Source: an optimization exercise on an open RTL-to-GDS flow (aim: small area and a short achievable clock period). Production flows keep margins and buffers that such runs may drop.
At most, simulation tests tie the RTL to the original design; equivalence was not proved.

==> build 4: inputs <==
==> flow/design.v (excerpt) <==
module hsv2rgb_pipe (
        input clk,
        input rst_n,
        input in_valid,
        input [7:0] h,
        input [7:0] s,
        input [7:0] v,
        output reg out_valid,
        output reg [7:0] r,
        output reg [7:0] g,
        output reg [7:0] b
    );
==> flow/config.mk <==
export PLATFORM = sky130hd
export DESIGN_NAME = hsv2rgb_pipe
export DESIGN_NICKNAME = hsv2rgb_pipe
export VERILOG_FILES = /design/flow/design.v
export SDC_FILE = /design/flow/constraint.sdc
export NUM_CORES = 4
export LEC_CHECK = 0
export CAP_MARGIN = 20
export CORE_MARGIN = 2
export CORE_UTILIZATION = 65
export CTS_BUF_LIST = sky130_fd_sc_hd__clkbuf_8
export SLEW_MARGIN = 20
export SYNTH_HIERARCHICAL = 1
export SYNTH_MINIMUM_KEEP_SIZE = 0
==> flow/constraint.sdc <==
create_clock -name core_clock -period 15.0 [get_ports {clk}]
set_input_delay 3.0000 -clock core_clock [delete_from_list [all_inputs] [get_ports {clk}]]
set_output_delay 3.0000 -clock core_clock [all_outputs]
set_load 0.01 [all_outputs]
standard.sh (not shown) runs the stock make flow with config.mk's settings and CLKGATE_MAP_FILE= SYNTH_SCRIPT=/design/flow/synth_recipe.tcl, a recipe that flattens the netlist after the stock synthesis.
==> flow/flow/run.sh <==
#!/bin/bash
set -euo pipefail
export BUFFER_PORTS_ARGS="-buffer_cell sky130_fd_sc_hd__buf_1"
bash standard.sh SETUP_SLACK_MARGIN=10.7 finish > standard.log 2>&1
==> trial 23: changes against build 4 <==
--- a/flow/design.v
+++ b/flow/design.v
@@ -180,18 +180,14 @@
     hsv_fa mu_t79_fa (.a(mu_t56), .b(mu_t57), .c(mu_pp74), .s(mu_t79), .co(mu_t80));
     wire mu_t81, mu_t82;
     hsv_fa mu_t81_fa (.a(mu_t58), .b(mu_t59), .c(mu_pp75), .s(mu_t81), .co(mu_t82));
     wire mu_t83, mu_t84;
     hsv_fa mu_t83_fa (.a(mu_t60), .b(mu_pp67), .c(mu_pp76), .s(mu_t83), .co(mu_t84));
-    wire mu_c2 = mu_pp01 & mu_pp10;
-    wire mu_c3 = (mu_t61 & mu_pp20) | (mu_c2 & (mu_t61 | mu_pp20));
-    wire mu_c4 = (mu_t62 & mu_t63) | (mu_c3 & (mu_t62 | mu_t63));
-    wire mu_c5 = (mu_t64 & mu_t65) | (mu_c4 & (mu_t64 | mu_t65));
-    wire [10:0] mu_ra = {1'b0, mu_t84, mu_t82, mu_t80, mu_t78, mu_t76, mu_t74, mu_t72, mu_t70, mu_t68, mu_t66};
-    wire [10:0] mu_rb = {1'b0, mu_pp77, mu_t83, mu_t81, mu_t79, mu_t77, mu_t75, mu_t73, mu_t71, mu_t69, mu_t67};
-    wire [10:0] mu_sum = mu_ra + mu_rb + {10'd0, mu_c5};
-    assign u_c = mu_sum[10:3];
+    wire [15:0] mu_ra = {1'b0, mu_t84, mu_t82, mu_t80, mu_t78, mu_t76, mu_t74, mu_t72, mu_t70, mu_t68, mu_t66, mu_t64, mu_t62, mu_t61, mu_pp01, 1'b0};
+    wire [15:0] mu_rb = {1'b0, mu_pp77, mu_t83, mu_t81, mu_t79, mu_t77, mu_t75, mu_t73, mu_t71, mu_t69, mu_t67, mu_t65, mu_t63, mu_pp20, mu_pp10, 1'b0};
+    wire [15:0] mu_sum = mu_ra + mu_rb;
+    assign u_c = mu_sum[15:8];
     wire mp_pp01 = v1[0] & ~s1[1];
     wire mp_pp02 = v1[0] & ~s1[2];
     wire mp_pp03 = v1[0] & ~s1[3];
     wire mp_pp04 = v1[0] & ~s1[4];
     wire mp_pp05 = v1[0] & ~s1[5];
@@ -335,18 +331,14 @@
     hsv_fa mp_t79_fa (.a(mp_t56), .b(mp_t57), .c(mp_pp74), .s(mp_t79), .co(mp_t80));
     wire mp_t81, mp_t82;
     hsv_fa mp_t81_fa (.a(mp_t58), .b(mp_t59), .c(mp_pp75), .s(mp_t81), .co(mp_t82));
     wire mp_t83, mp_t84;
     hsv_fa mp_t83_fa (.a(mp_t60), .b(mp_pp67), .c(mp_pp76), .s(mp_t83), .co(mp_t84));
-    wire mp_c2 = mp_pp01 & mp_pp10;
-    wire mp_c3 = (mp_t61 & mp_pp20) | (mp_c2 & (mp_t61 | mp_pp20));
-    wire mp_c4 = (mp_t62 & mp_t63) | (mp_c3 & (mp_t62 | mp_t63));
-    wire mp_c5 = (mp_t64 & mp_t65) | (mp_c4 & (mp_t64 | mp_t65));
-    wire [10:0] mp_ra = {1'b0, mp_t84, mp_t82, mp_t80, mp_t78, mp_t76, mp_t74, mp_t72, mp_t70, mp_t68, mp_t66};
-    wire [10:0] mp_rb = {1'b0, mp_pp77, mp_t83, mp_t81, mp_t79, mp_t77, mp_t75, mp_t73, mp_t71, mp_t69, mp_t67};
-    wire [10:0] mp_sum = mp_ra + mp_rb + {10'd0, mp_c5};
-    assign p_c = mp_sum[10:3];
+    wire [15:0] mp_ra = {1'b0, mp_t84, mp_t82, mp_t80, mp_t78, mp_t76, mp_t74, mp_t72, mp_t70, mp_t68, mp_t66, mp_t64, mp_t62, mp_t61, mp_pp01, 1'b0};
+    wire [15:0] mp_rb = {1'b0, mp_pp77, mp_t83, mp_t81, mp_t79, mp_t77, mp_t75, mp_t73, mp_t71, mp_t69, mp_t67, mp_t65, mp_t63, mp_pp20, mp_pp10, 1'b0};
+    wire [15:0] mp_sum = mp_ra + mp_rb;
+    assign p_c = mp_sum[15:8];
     reg [2:0] sel2;
     reg [7:0] nu2, p2, v2;
     wire [7:0] w_c;
     wire mw_pp01 = v2[0] & nu2[1];
     wire mw_pp02 = v2[0] & nu2[2];
@@ -493,18 +485,14 @@
     hsv_fa mw_t79_fa (.a(mw_t56), .b(mw_t57), .c(mw_pp74), .s(mw_t79), .co(mw_t80));
     wire mw_t81, mw_t82;
     hsv_fa mw_t81_fa (.a(mw_t58), .b(mw_t59), .c(mw_pp75), .s(mw_t81), .co(mw_t82));
     wire mw_t83, mw_t84;
     hsv_fa mw_t83_fa (.a(mw_t60), .b(mw_pp67), .c(mw_pp76), .s(mw_t83), .co(mw_t84));
-    wire mw_c2 = mw_pp01 & mw_pp10;
-    wire mw_c3 = (mw_t61 & mw_pp20) | (mw_c2 & (mw_t61 | mw_pp20));
-    wire mw_c4 = (mw_t62 & mw_t63) | (mw_c3 & (mw_t62 | mw_t63));
-    wire mw_c5 = (mw_t64 & mw_t65) | (mw_c4 & (mw_t64 | mw_t65));
-    wire [10:0] mw_ra = {1'b0, mw_t84, mw_t82, mw_t80, mw_t78, mw_t76, mw_t74, mw_t72, mw_t70, mw_t68, mw_t66};
-    wire [10:0] mw_rb = {1'b0, mw_pp77, mw_t83, mw_t81, mw_t79, mw_t77, mw_t75, mw_t73, mw_t71, mw_t69, mw_t67};
-    wire [10:0] mw_sum = mw_ra + mw_rb + {10'd0, mw_c5};
-    assign w_c = mw_sum[10:3];
+    wire [15:0] mw_ra = {1'b0, mw_t84, mw_t82, mw_t80, mw_t78, mw_t76, mw_t74, mw_t72, mw_t70, mw_t68, mw_t66, mw_t64, mw_t62, mw_t61, mw_pp01, 1'b0};
+    wire [15:0] mw_rb = {1'b0, mw_pp77, mw_t83, mw_t81, mw_t79, mw_t77, mw_t75, mw_t73, mw_t71, mw_t69, mw_t67, mw_t65, mw_t63, mw_pp20, mw_pp10, 1'b0};
+    wire [15:0] mw_sum = mw_ra + mw_rb;
+    assign w_c = mw_sum[15:8];
     reg [2:0] wsel;
     reg [2:0] vsel;
     always @* begin
         case (sel2)
             3'd0: begin wsel = 3'b010; vsel = 3'b100; end
==> flow/flow/run.sh (replaced) <==
#!/bin/bash
# The standard layout (standard.sh), with plain buffers on the ports
# instead of the delay buffers buffer_ports picks by default, and timing
# repair aiming for 11 ns of setup slack at the design's clock period.
set -euo pipefail
export BUFFER_PORTS_ARGS="-buffer_cell sky130_fd_sc_hd__buf_2"
bash standard.sh SETUP_SLACK_MARGIN=11 finish > standard.log 2>&1
==> flow/config.mk (replaced) <==
export PLATFORM = sky130hd
export DESIGN_NAME = hsv2rgb_pipe
export DESIGN_NICKNAME = hsv2rgb_pipe
export VERILOG_FILES = /design/flow/design.v
export SDC_FILE = /design/flow/constraint.sdc
export NUM_CORES = 4
export LEC_CHECK = 0
export CAP_MARGIN = 20
export CORE_MARGIN = 2
export CORE_UTILIZATION = 40
export SLEW_MARGIN = 20
export SYNTH_HIERARCHICAL = 1
export SYNTH_MINIMUM_KEEP_SIZE = 0
==> trial 8: changes against build 4 <==
--- a/flow/design.v
+++ b/flow/design.v
@@ -180,18 +180,14 @@
     hsv_fa mu_t79_fa (.a(mu_t56), .b(mu_t57), .c(mu_pp74), .s(mu_t79), .co(mu_t80));
     wire mu_t81, mu_t82;
     hsv_fa mu_t81_fa (.a(mu_t58), .b(mu_t59), .c(mu_pp75), .s(mu_t81), .co(mu_t82));
     wire mu_t83, mu_t84;
     hsv_fa mu_t83_fa (.a(mu_t60), .b(mu_pp67), .c(mu_pp76), .s(mu_t83), .co(mu_t84));
-    wire mu_c2 = mu_pp01 & mu_pp10;
-    wire mu_c3 = (mu_t61 & mu_pp20) | (mu_c2 & (mu_t61 | mu_pp20));
-    wire mu_c4 = (mu_t62 & mu_t63) | (mu_c3 & (mu_t62 | mu_t63));
-    wire mu_c5 = (mu_t64 & mu_t65) | (mu_c4 & (mu_t64 | mu_t65));
-    wire [10:0] mu_ra = {1'b0, mu_t84, mu_t82, mu_t80, mu_t78, mu_t76, mu_t74, mu_t72, mu_t70, mu_t68, mu_t66};
-    wire [10:0] mu_rb = {1'b0, mu_pp77, mu_t83, mu_t81, mu_t79, mu_t77, mu_t75, mu_t73, mu_t71, mu_t69, mu_t67};
-    wire [10:0] mu_sum = mu_ra + mu_rb + {10'd0, mu_c5};
-    assign u_c = mu_sum[10:3];
+    wire [15:0] mu_ra = {1'b0, mu_t84, mu_t82, mu_t80, mu_t78, mu_t76, mu_t74, mu_t72, mu_t70, mu_t68, mu_t66, mu_t64, mu_t62, mu_t61, mu_pp01, 1'b0};
+    wire [15:0] mu_rb = {1'b0, mu_pp77, mu_t83, mu_t81, mu_t79, mu_t77, mu_t75, mu_t73, mu_t71, mu_t69, mu_t67, mu_t65, mu_t63, mu_pp20, mu_pp10, 1'b0};
+    wire [15:0] mu_sum = mu_ra + mu_rb;
+    assign u_c = mu_sum[15:8];
     wire mp_pp01 = v1[0] & ~s1[1];
     wire mp_pp02 = v1[0] & ~s1[2];
     wire mp_pp03 = v1[0] & ~s1[3];
     wire mp_pp04 = v1[0] & ~s1[4];
     wire mp_pp05 = v1[0] & ~s1[5];
@@ -335,18 +331,14 @@
     hsv_fa mp_t79_fa (.a(mp_t56), .b(mp_t57), .c(mp_pp74), .s(mp_t79), .co(mp_t80));
     wire mp_t81, mp_t82;
     hsv_fa mp_t81_fa (.a(mp_t58), .b(mp_t59), .c(mp_pp75), .s(mp_t81), .co(mp_t82));
     wire mp_t83, mp_t84;
     hsv_fa mp_t83_fa (.a(mp_t60), .b(mp_pp67), .c(mp_pp76), .s(mp_t83), .co(mp_t84));
-    wire mp_c2 = mp_pp01 & mp_pp10;
-    wire mp_c3 = (mp_t61 & mp_pp20) | (mp_c2 & (mp_t61 | mp_pp20));
-    wire mp_c4 = (mp_t62 & mp_t63) | (mp_c3 & (mp_t62 | mp_t63));
-    wire mp_c5 = (mp_t64 & mp_t65) | (mp_c4 & (mp_t64 | mp_t65));
-    wire [10:0] mp_ra = {1'b0, mp_t84, mp_t82, mp_t80, mp_t78, mp_t76, mp_t74, mp_t72, mp_t70, mp_t68, mp_t66};
-    wire [10:0] mp_rb = {1'b0, mp_pp77, mp_t83, mp_t81, mp_t79, mp_t77, mp_t75, mp_t73, mp_t71, mp_t69, mp_t67};
-    wire [10:0] mp_sum = mp_ra + mp_rb + {10'd0, mp_c5};
-    assign p_c = mp_sum[10:3];
+    wire [15:0] mp_ra = {1'b0, mp_t84, mp_t82, mp_t80, mp_t78, mp_t76, mp_t74, mp_t72, mp_t70, mp_t68, mp_t66, mp_t64, mp_t62, mp_t61, mp_pp01, 1'b0};
+    wire [15:0] mp_rb = {1'b0, mp_pp77, mp_t83, mp_t81, mp_t79, mp_t77, mp_t75, mp_t73, mp_t71, mp_t69, mp_t67, mp_t65, mp_t63, mp_pp20, mp_pp10, 1'b0};
+    wire [15:0] mp_sum = mp_ra + mp_rb;
+    assign p_c = mp_sum[15:8];
     reg [2:0] sel2;
     reg [7:0] nu2, p2, v2;
     wire [7:0] w_c;
     wire mw_pp01 = v2[0] & nu2[1];
     wire mw_pp02 = v2[0] & nu2[2];
@@ -493,18 +485,14 @@
     hsv_fa mw_t79_fa (.a(mw_t56), .b(mw_t57), .c(mw_pp74), .s(mw_t79), .co(mw_t80));
     wire mw_t81, mw_t82;
     hsv_fa mw_t81_fa (.a(mw_t58), .b(mw_t59), .c(mw_pp75), .s(mw_t81), .co(mw_t82));
     wire mw_t83, mw_t84;
     hsv_fa mw_t83_fa (.a(mw_t60), .b(mw_pp67), .c(mw_pp76), .s(mw_t83), .co(mw_t84));
-    wire mw_c2 = mw_pp01 & mw_pp10;
-    wire mw_c3 = (mw_t61 & mw_pp20) | (mw_c2 & (mw_t61 | mw_pp20));
-    wire mw_c4 = (mw_t62 & mw_t63) | (mw_c3 & (mw_t62 | mw_t63));
-    wire mw_c5 = (mw_t64 & mw_t65) | (mw_c4 & (mw_t64 | mw_t65));
-    wire [10:0] mw_ra = {1'b0, mw_t84, mw_t82, mw_t80, mw_t78, mw_t76, mw_t74, mw_t72, mw_t70, mw_t68, mw_t66};
-    wire [10:0] mw_rb = {1'b0, mw_pp77, mw_t83, mw_t81, mw_t79, mw_t77, mw_t75, mw_t73, mw_t71, mw_t69, mw_t67};
-    wire [10:0] mw_sum = mw_ra + mw_rb + {10'd0, mw_c5};
-    assign w_c = mw_sum[10:3];
+    wire [15:0] mw_ra = {1'b0, mw_t84, mw_t82, mw_t80, mw_t78, mw_t76, mw_t74, mw_t72, mw_t70, mw_t68, mw_t66, mw_t64, mw_t62, mw_t61, mw_pp01, 1'b0};
+    wire [15:0] mw_rb = {1'b0, mw_pp77, mw_t83, mw_t81, mw_t79, mw_t77, mw_t75, mw_t73, mw_t71, mw_t69, mw_t67, mw_t65, mw_t63, mw_pp20, mw_pp10, 1'b0};
+    wire [15:0] mw_sum = mw_ra + mw_rb;
+    assign w_c = mw_sum[15:8];
     reg [2:0] wsel;
     reg [2:0] vsel;
     always @* begin
         case (sel2)
             3'd0: begin wsel = 3'b010; vsel = 3'b100; end
==> flow/flow/run.sh (replaced) <==
#!/bin/bash
# The standard layout, with plain buffers on the ports instead of the
# delay buffers buffer_ports picks by default.
set -euo pipefail
export BUFFER_PORTS_ARGS="-buffer_cell sky130_fd_sc_hd__buf_2"
bash standard.sh > standard.log 2>&1
==> flow/config.mk (replaced) <==
export PLATFORM = sky130hd
export DESIGN_NAME = hsv2rgb_pipe
export DESIGN_NICKNAME = hsv2rgb_pipe
export VERILOG_FILES = /design/flow/design.v
export SDC_FILE = /design/flow/constraint.sdc
export NUM_CORES = 4
export LEC_CHECK = 0
export CAP_MARGIN = 20
export CORE_MARGIN = 2
export CORE_UTILIZATION = 40
export SLEW_MARGIN = 20
export SYNTH_HIERARCHICAL = 1
export SYNTH_MINIMUM_KEEP_SIZE = 0
==> comparison table <==
| quantity | trial 23 | trial 8 | build 4 |
|---|---|---|---|
| Result of the run | complete, no violations | complete, no violations | complete, no violations |
| Crit Reg-Reg Startpoint | nu2[6]$_DFF_P_ | v2[1]$_DFF_P_ | v2[0]$_DFF_P_ |
| Sequential cell area in the final layout | 2220 µm² | 2140 µm² | 2190 µm² |
| Sum of met3 wire segment lengths after detailed routing | 428 µm | 521 µm | 538 µm |
| Mean instance size in the synthesized netlist | 10.7 µm² | 10.7 µm² | 10.8 µm² |
| Net count after synthesis | 991 | 991 | 955 |
| First-pass detailed-route iteration total | 4 | 4 | 7 |
| Clock buffer and inverter area fraction after layout | 3.14% | 3.33% | 2.38% |
| Fraction of the mapped netlist area in simple logic gates | 19.1% | 19.1% | 19.1% |
| Final layout net count | 1055 | 1032 | 999 |
| WL met1 | 8.08 mm | 7.87 mm | 7.05 mm |
| Maximum number of pins on one net before global-route repair | 19 | 19 | 22 |
| Layout overhead on the synthesized area | 16.8% | 9.88% | 8.66% |
| Fin crit share | 26.6% | 29.0% | 27.9% |
| Portion of the layout cell area used by non-clock buffers | 4.49% | 2.88% | 2.52% |
| Initial standard-cell utilization of the core | 40.9% | 40.9% | 67.0% |
| Hold Slack | 0.326 ns | 0.328 ns | 0.332 ns |
The RTL of build 4 was laid out without a check of its function.

-- afterwards: timing with drivers on the ports --
In the flow no input, the clock included, has a driving cell. The finished layouts below were timed again as built, in two steps. Step 1 (the two cells are an assumption about what drives the block):
set clk [get_ports {clk}]
set_driving_cell -lib_cell sky130_fd_sc_hd__clkbuf_16 $clk
set_driving_cell -lib_cell sky130_fd_sc_hd__buf_2 [delete_from_list [all_inputs] $clk]
Step 2 times the ports against the registers' clock, not the clock port: input delays grow and output delays shrink by t, the midpoint of the rising clock arrivals with the driver on. a / b / c = ideal ports / drivers / drivers and shift; a / b = the first two.
run | t (ns) | slack for setup (ns) | slew at the worst register clock pin (ns) | worst data-port slew with drivers (ns) | cell pins on the clock port's net
build 4 | 0.420 | 10.814 / 10.814 / 10.814 | 0.12 / 0.12 | 0.03 | 1
trial 23 | 0.389 | 11.010 / 11.010 / 11.010 | 0.07 / 0.07 | 0.03 | 1
trial 8 | 0.389 | 10.643 / 10.643 / 10.643 | 0.08 / 0.08 | 0.03 | 1
After both steps setup and hold are still met in every run listed.
